Context: an optimization exercise on an open-source flow, tuned for small area. The choices shown serve that exercise and are no tape-out recipe.
Only simulation tests tie the RTL to the original design; equivalence was not proved.
Power is estimated from default activity; no workload was simulated.

==> flow/design.v <==
module f_to_f (
    input                clk,
    input                rstn,
    input [DATAIN-1:0]   datain,
    input                empty,
    output [DATAOUT-1:0] dataout,
    output reg           rden,
    output               wren
);
parameter DATAIN = 48;
parameter DATAOUT = 48;
always @(posedge clk or negedge rstn) begin
    if (~rstn) rden <= 0;
    else if (empty == 0) rden <= 1;
    else if (empty == 1) rden <= 0;
end
reg  [3:0]  t;         
reg         wr;        
reg         w2;        
reg         dir;       
reg  [1:0]  sz;        
reg         s;         
reg         clr;       
reg         sat;       
reg  [7:0]  C;         
reg  [79:0] R;
reg  [3:0]  hb;        
wire idle = ~(datain[47] ^ datain[46]);
wire cap  = (t == 4'd0) & ~idle;
wire ld   = (t == 4'd3);
wire stp  = (t >= 4'd4) & (t <= 4'd9);
wire fst  = (t == 4'd4);
wire fin  = (t == 4'd10);
wire s1 = (sz == 2'd1);
wire s2 = (sz == 2'd2);
wire s3 = (sz == 2'd3);
always @(posedge clk or negedge rstn) begin
    if (~rstn) begin
        t  <= 4'd0;
        wr <= 1'b0;
        w2 <= 1'b0;
    end else begin
        t  <= idle ? 4'd0 : (t == 4'd12 ? 4'd12 : t + 4'd1);
        wr <= (t == 4'd10) | ((t == 4'd11) & ~s1);
        w2 <= (t == 4'd11);
    end
end
assign wren = wr;
wire [79:0] Rs = R ^ {80{s}};
wire [14:0] e = s1 ? {7'd0, R[78:71]} : s2 ? {4'd0, R[78:68]} : R[78:64];
wire emax  = s1 ? (&R[78:71]) : s2 ? (&R[78:68]) : (&R[78:64]);
wire under = s1 ? (e < 15'd110)   : s2 ? (e < 15'd990)   : (e < 15'd16342);
wire over  = s1 ? (e > 15'd141)   : s2 ? (e > 15'd1053)  : (e > 15'd16421);
wire mnz   = s1 ? (|R[70:48]) : s2 ? ((|R[67:40]) | (|datain[39:16]))
                              : ((|R[63:40]) | (|datain[39:0]));
wire nan   = emax & mnz;
wire [6:0] kd  = s1 ? 7'd123 : s2 ? 7'd110 : 7'd106;       
wire [6:0] D   = e[6:0] + kd;
wire [6:0] D13 = D + 7'd13;
wire [6:0] cf  = D13[6] ? D13 + 7'd80 : D13;
wire [6:0] H   = (s1 ? 7'd71 : s2 ? 7'd68 : 7'd64) + D;
reg  [3:0] lz;
reg  [14:0] win;
integer j;
always @(*) begin
    win = s3 ? Rs[78:64] : s2 ? {Rs[2:0], Rs[79:68]} : {Rs[5:0], Rs[79:71]};
    lz = 4'd15;
    for (j = 0; j < 15; j = j + 1)
        if (win[j]) lz = 14 - j;
end
wire [3:0] kf = (|C[6:4]) ? 4'd15 : C[3:0];
wire [3:0] kx = (fst & ~s3) ? (s2 ? 4'd4 : 4'd7) : lz;
wire [3:0] k  = ~stp ? 4'd0 : dir ? kx : kf;
wire       w79 = ~(dir & s3);           
wire       z3  = dir & s2;              
wire       z6  = dir & s1;              
wire [79:0] sh [0:4];
assign sh[0] = R;
genvar lv, b;
generate
    for (lv = 0; lv < 4; lv = lv + 1) begin : rot
        for (b = 0; b < 80; b = b + 1) begin : bit_
            localparam integer N   = 1 << lv;
            localparam integer SRC = (b + 80 - N) % 80;
            wire v = sh[lv][SRC];
            localparam C79 = (b < N);
            localparam C3  = (b > 3) && (b - N <= 3);
            localparam C6  = (b > 6) && (b - N <= 6);
            wire r = v & (C79 ? w79 : 1'b1) & (C3 ? ~z3 : 1'b1) & (C6 ? ~z6 : 1'b1);
            assign sh[lv + 1][b] = k[lv] ? r : sh[lv][b];
        end
    end
endgenerate
wire [79:0] sh4 = sh[4];
wire [7:0] cn = C - {4'd0, k};
wire xz = s3 ? ~R[79] & ~R[78] : s2 ? ~R[3] & ~R[2] : ~R[6] & ~R[5];
wire [14:0] ex = xz ? 15'd0 :
                 s1 ? {7'd0, C[7:0]} :
                 s2 ? {4'd0, C[7], {3{~C[7]}}, C[6:0]} :
                      {C[7], {7{~C[7]}}, C[6:0]};
wire za = ~|R[3:0];
wire zb = ~|R[6:4];
wire zc = ~|R[12:7];
wire zd = ~|R[28:13];
wire ze = ~|R[60:29];
wire zr = s1 ? (zc & zd & ze) : s2 ? (zb & zc & zd) : (za & zb & zc);
wire rb = s1 ? Rs[61] : s2 ? Rs[29] : Rs[13];
wire cin = rb | (dir & s & zr);
reg [79:0] ia;
integer i;
always @(*) begin
    for (i = 0; i < 80; i = i + 1) begin
        if (i == 79)
            ia[i] = s;
        else if (dir & s1 & (i >= 71))
            ia[i] = ex[i - 71];
        else if (dir & s2 & (i >= 68))
            ia[i] = ex[i - 68];
        else if (dir & s3 & (i >= 64))
            ia[i] = ex[i - 64];
        else if (~dir & ((i >> 3) > hb))
            ia[i] = s;
        else
            ia[i] = Rs[(i + 14) % 80];
    end
end
wire [79:0] inj = s1 ? ({79'd0, cin} << 48) : s2 ? ({79'd0, cin} << 16) : {79'd0, cin};
wire [79:0] io  = ia + inj;
function [39:0] fix;
    input [39:0] w;
    input a1, a2;
    begin
        fix = w;
        if (a1) begin fix[39:32] = 8'd0; fix[31] = 1'b1; fix[7:0] = 8'd0; end
        else if (a2) begin fix[39:29] = 11'd0; fix[28] = 1'b1; end
        else begin fix[39:25] = 15'd0; fix[24] = 1'b1; end
    end
endfunction
wire [39:0] lo = s3 ? datain[39:0] : s2 ? {datain[39:16], 16'd0} : 40'd0;
reg [79:0] rld;
always @(*) begin
    if (dir) begin
        if (s3) rld = {R[79:40], datain[39:0]};
        else if (s2) rld = {R[79:48], datain[39:8], 16'd0};
        else rld = {R[79:48], 48'd0};
    end else begin
        rld = {fix(R[79:40], s1, s2), lo};
    end
end
wire [7:0] c4 = dir ? (s3 ? 8'd165 : s2 ? 8'd161 : 8'd148)
                    : {1'b0, cf};
always @(posedge clk) begin
    R <= cap ? {datain[39:0], sh4[39:0]} : ld ? rld : fin ? io : sh4;
    if (cap) begin
        dir <= datain[47];
        sz  <= datain[44:43];
        s   <= datain[39];
    end
    if (ld) begin
        clr <= under | nan;
        hb  <= H[6:3];
    end
    if (ld | stp)
        C   <= ld ? c4 : cn;
    if (ld | fin)
        sat <= ld ? (over & ~nan) : (sat | (~dir & ~s & io[79]));
end
wire [39:0] base = w2 ? ((~dir & s2) ? R[47:8] : R[39:0]) : R[79:40];
wire        frc  = ~dir & (clr | sat);
wire [39:0] pat  = clr ? 40'd0 : {(~w2 & s) | (w2 & ~s), {39{~s}}};
wire [39:0] pl0  = frc ? pat : base;
wire        m7   = s1 | (~dir & s2) | (dir & s2 & w2);
wire        m15  = dir & s2 & w2;
wire [39:0] pl   = {pl0[39:16], pl0[15:8] & {8{~m15}}, pl0[7:0] & {8{~m7}}};
wire [2:0]  pkt  = s1 ? 3'd0 : w2 ? 3'd2 : 3'd1;
assign dataout = {dir ? 2'b10 : 2'b01, 1'b0, sz, pkt, pl};
endmodule
export LEC_CHECK = 0
export ABC_AREA = 1
export CAP_MARGIN = 20
export CORE_MARGIN = 2
export CORE_UTILIZATION = 45
export SLEW_MARGIN = 20
create_clock -name core_clock -period 10.0 [get_ports {clk}]
standard.sh (not shown) runs the stock make flow with config.mk's settings and CLKGATE_MAP_FILE= SYNTH_SCRIPT=/design/flow/synth_recipe.tcl, a recipe that flattens the netlist after the stock synthesis.
==> flow/flow/run.sh <==
#!/bin/bash
# Own flow: the standard layout, with only ABC's area script replaced by
# flow/abc_area.script (an area-oriented &nf mapping). Everything else --
# synthesis script, floorplan, power grid, placement, CTS, routing -- is the
# standard ORFS flow that standard.sh runs.
set -euo pipefail
work=$(pwd)
rm -rf "$work/scripts_own"
cp -r "$FLOW_HOME/scripts" "$work/scripts_own"
cp "$work/flow/abc_area.script" "$work/scripts_own/abc_area.script"
bash "$work/standard.sh" SCRIPTS_DIR="$work/scripts_own" finish > "$work/standard_flow.log" 2>&1
==> flow/flow/abc_area.script <==
strash
&get -n
&fraig -x
&put
scorr
dc2
dretime
strash
&get -n
&dch -f
&nf
&put
strash
&get -n
&dch -f
&nf
&put
==> next run, changes <==
--- a/flow/design.v
+++ b/flow/design.v
@@ -25,12 +25,14 @@
 reg  [7:0]  C;         
 reg  [79:0] R;
 reg  [3:0]  hb;        
+reg         cr;        
 wire idle = ~(datain[47] ^ datain[46]);
 wire cap  = (t == 4'd0) & ~idle;
 wire ld   = (t == 4'd3);
 wire stp  = (t >= 4'd4) & (t <= 4'd9);
 wire fst  = (t == 4'd4);
 wire fin  = (t == 4'd10);
+wire fn2  = (t == 4'd11);
 wire s1 = (sz == 2'd1);
 wire s2 = (sz == 2'd2);
 wire s3 = (sz == 2'd3);
@@ -56,9 +58,9 @@
 wire nan   = emax & mnz;
 wire [6:0] kd  = s1 ? 7'd123 : s2 ? 7'd110 : 7'd106;       
 wire [6:0] D   = e[6:0] + kd;
-wire [6:0] D13 = D + 7'd13;
+wire [6:0] D13 = D + (s2 ? 7'd5 : 7'd13);
 wire [6:0] cf  = D13[6] ? D13 + 7'd80 : D13;
-wire [6:0] H   = (s1 ? 7'd71 : s2 ? 7'd68 : 7'd64) + D;
+wire [6:0] H   = (s1 ? 7'd71 : s2 ? 7'd60 : 7'd64) + D;
 reg  [3:0] lz;
 reg  [14:0] win;
 integer j;
@@ -104,28 +106,39 @@
 wire zd = ~|R[28:13];
 wire ze = ~|R[60:29];
 wire zr = s1 ? (zc & zd & ze) : s2 ? (zb & zc & zd) : (za & zb & zc);
-wire rb = s1 ? Rs[61] : s2 ? Rs[29] : Rs[13];
+wire rb = s1 ? Rs[61] : s2 ? (dir ? Rs[29] : Rs[21]) : Rs[13];
 wire cin = rb | (dir & s & zr);
-reg [79:0] ia;
+wire [5:0] fa = s1 ? 6'd48 : s2 ? (dir ? 6'd16 : 6'd8) : 6'd0;
+wire [39:0] lr = R[53:14];
+wire l0 = &lr[7:0],   n0 = ~|lr[7:0];
+wire l1 = &lr[15:8],  n1 = ~|lr[15:8];
+wire l2 = &lr[39:16], n2 = ~|lr[39:16];
+wire lall = s ? (n2 & (fa[4] | (n1 & (fa[3] | n0)))) : (l2 & (fa[4] | (l1 & (fa[3] | l0))));
+wire lfrc = ~dir & (hb < 4'd4);               
+wire cl   = cin & lall & ~lfrc;
+reg [39:0] ia;
 integer i;
 always @(*) begin
-    for (i = 0; i < 80; i = i + 1) begin
-        if (i == 79)
+    for (i = 0; i < 40; i = i + 1) begin
+        if (fin & (i == 39))
             ia[i] = s;
-        else if (dir & s1 & (i >= 71))
-            ia[i] = ex[i - 71];
-        else if (dir & s2 & (i >= 68))
-            ia[i] = ex[i - 68];
-        else if (dir & s3 & (i >= 64))
-            ia[i] = ex[i - 64];
-        else if (~dir & ((i >> 3) > hb))
+        else if (fin & dir & s1 & (i >= 31))
+            ia[i] = ex[i - 31];
+        else if (fin & dir & s2 & (i >= 28))
+            ia[i] = ex[i - 28];
+        else if (fin & dir & s3 & (i >= 24))
+            ia[i] = ex[i - 24];
+        else if (~dir & ((((i >> 3) + (fin ? 5 : 0))) > hb))
             ia[i] = s;
         else
-            ia[i] = Rs[(i + 14) % 80];
+            ia[i] = Rs[(i + 54) % 80];
     end
 end
-wire [79:0] inj = s1 ? ({79'd0, cin} << 48) : s2 ? ({79'd0, cin} << 16) : {79'd0, cin};
-wire [79:0] io  = ia + inj;
+wire [5:0]  ip  = fin ? (s1 ? 6'd8 : 6'd0) : fa;
+wire        ic  = fin ? (s1 ? cin : cl) : cr;
+wire [39:0] inj = {39'd0, ic} << ip;
+wire [39:0] io  = ia + inj;
+wire [79:0] rf = fin ? {R[39:14], io, R[53:40]} : {R[79:54], io, R[13:0]};
 function [39:0] fix;
     input [39:0] w;
     input a1, a2;
@@ -150,7 +163,7 @@
 wire [7:0] c4 = dir ? (s3 ? 8'd165 : s2 ? 8'd161 : 8'd148)
                     : {1'b0, cf};
 always @(posedge clk) begin
-    R <= cap ? {datain[39:0], sh4[39:0]} : ld ? rld : fin ? io : sh4;
+    R <= cap ? {datain[39:0], sh4[39:0]} : ld ? rld : (fin | fn2) ? rf : sh4;
     if (cap) begin
         dir <= datain[47];
         sz  <= datain[44:43];
@@ -162,10 +175,13 @@
     end
     if (ld | stp)
         C   <= ld ? c4 : cn;
+    if (fin)
+        cr  <= cin;
     if (ld | fin)
-        sat <= ld ? (over & ~nan) : (sat | (~dir & ~s & io[79]));
+        sat <= ld ? (over & ~nan) : (sat | (~dir & ~s & io[39]));
 end
-wire [39:0] base = w2 ? ((~dir & s2) ? R[47:8] : R[39:0]) : R[79:40];
+wire [39:0] ow   = R[53:14];
+wire [39:0] base = (~dir & s2 & ~w2) ? {ow[31:0], 8'd0} : ow;
 wire        frc  = ~dir & (clr | sat);
 wire [39:0] pat  = clr ? 40'd0 : {(~w2 & s) | (w2 & ~s), {39{~s}}};
 wire [39:0] pl0  = frc ? pat : base;
The new run produced a clean layout.
Sequential cell count increases by 1.
Global-route usage decreases by 3.8 points.
Total power came out lower by 5.0%.
Design area decreases by 6.9%.
Fmax went down by 2.5%.
Sequential power came out higher by about 4%.
Area after synthesis fell by 7.6%.

[re-timing with driven ports]
Ports are ideal in the flow. The routed layouts listed here were re-timed in OpenROAD.
Step 1 sets driving cells, clkbuf_16 on the clock port and buf_2 on the other inputs (assumed; they add their load-dependent delay and slew).
Step 2 also shifts input and output timing later by t, the mid clock arrival at the registers, as if the neighbouring blocks saw the same clock.
Three values: ideal, step 1, step 2; two values: the first two.
| run | t (ns) | slack for setup (ns) | slew at the worst register clock pin (ns) | cell pins on the clock port's net |
|---|---|---|---|---|
| the first run | 0.450 | 1.650 / 1.650 / 1.650 | 0.09 / 0.09 | 1 |
| the second run | 0.422 | 1.436 / 1.436 / 1.436 | 0.08 / 0.08 | 1 |
After both steps setup and hold are still met in every run listed.
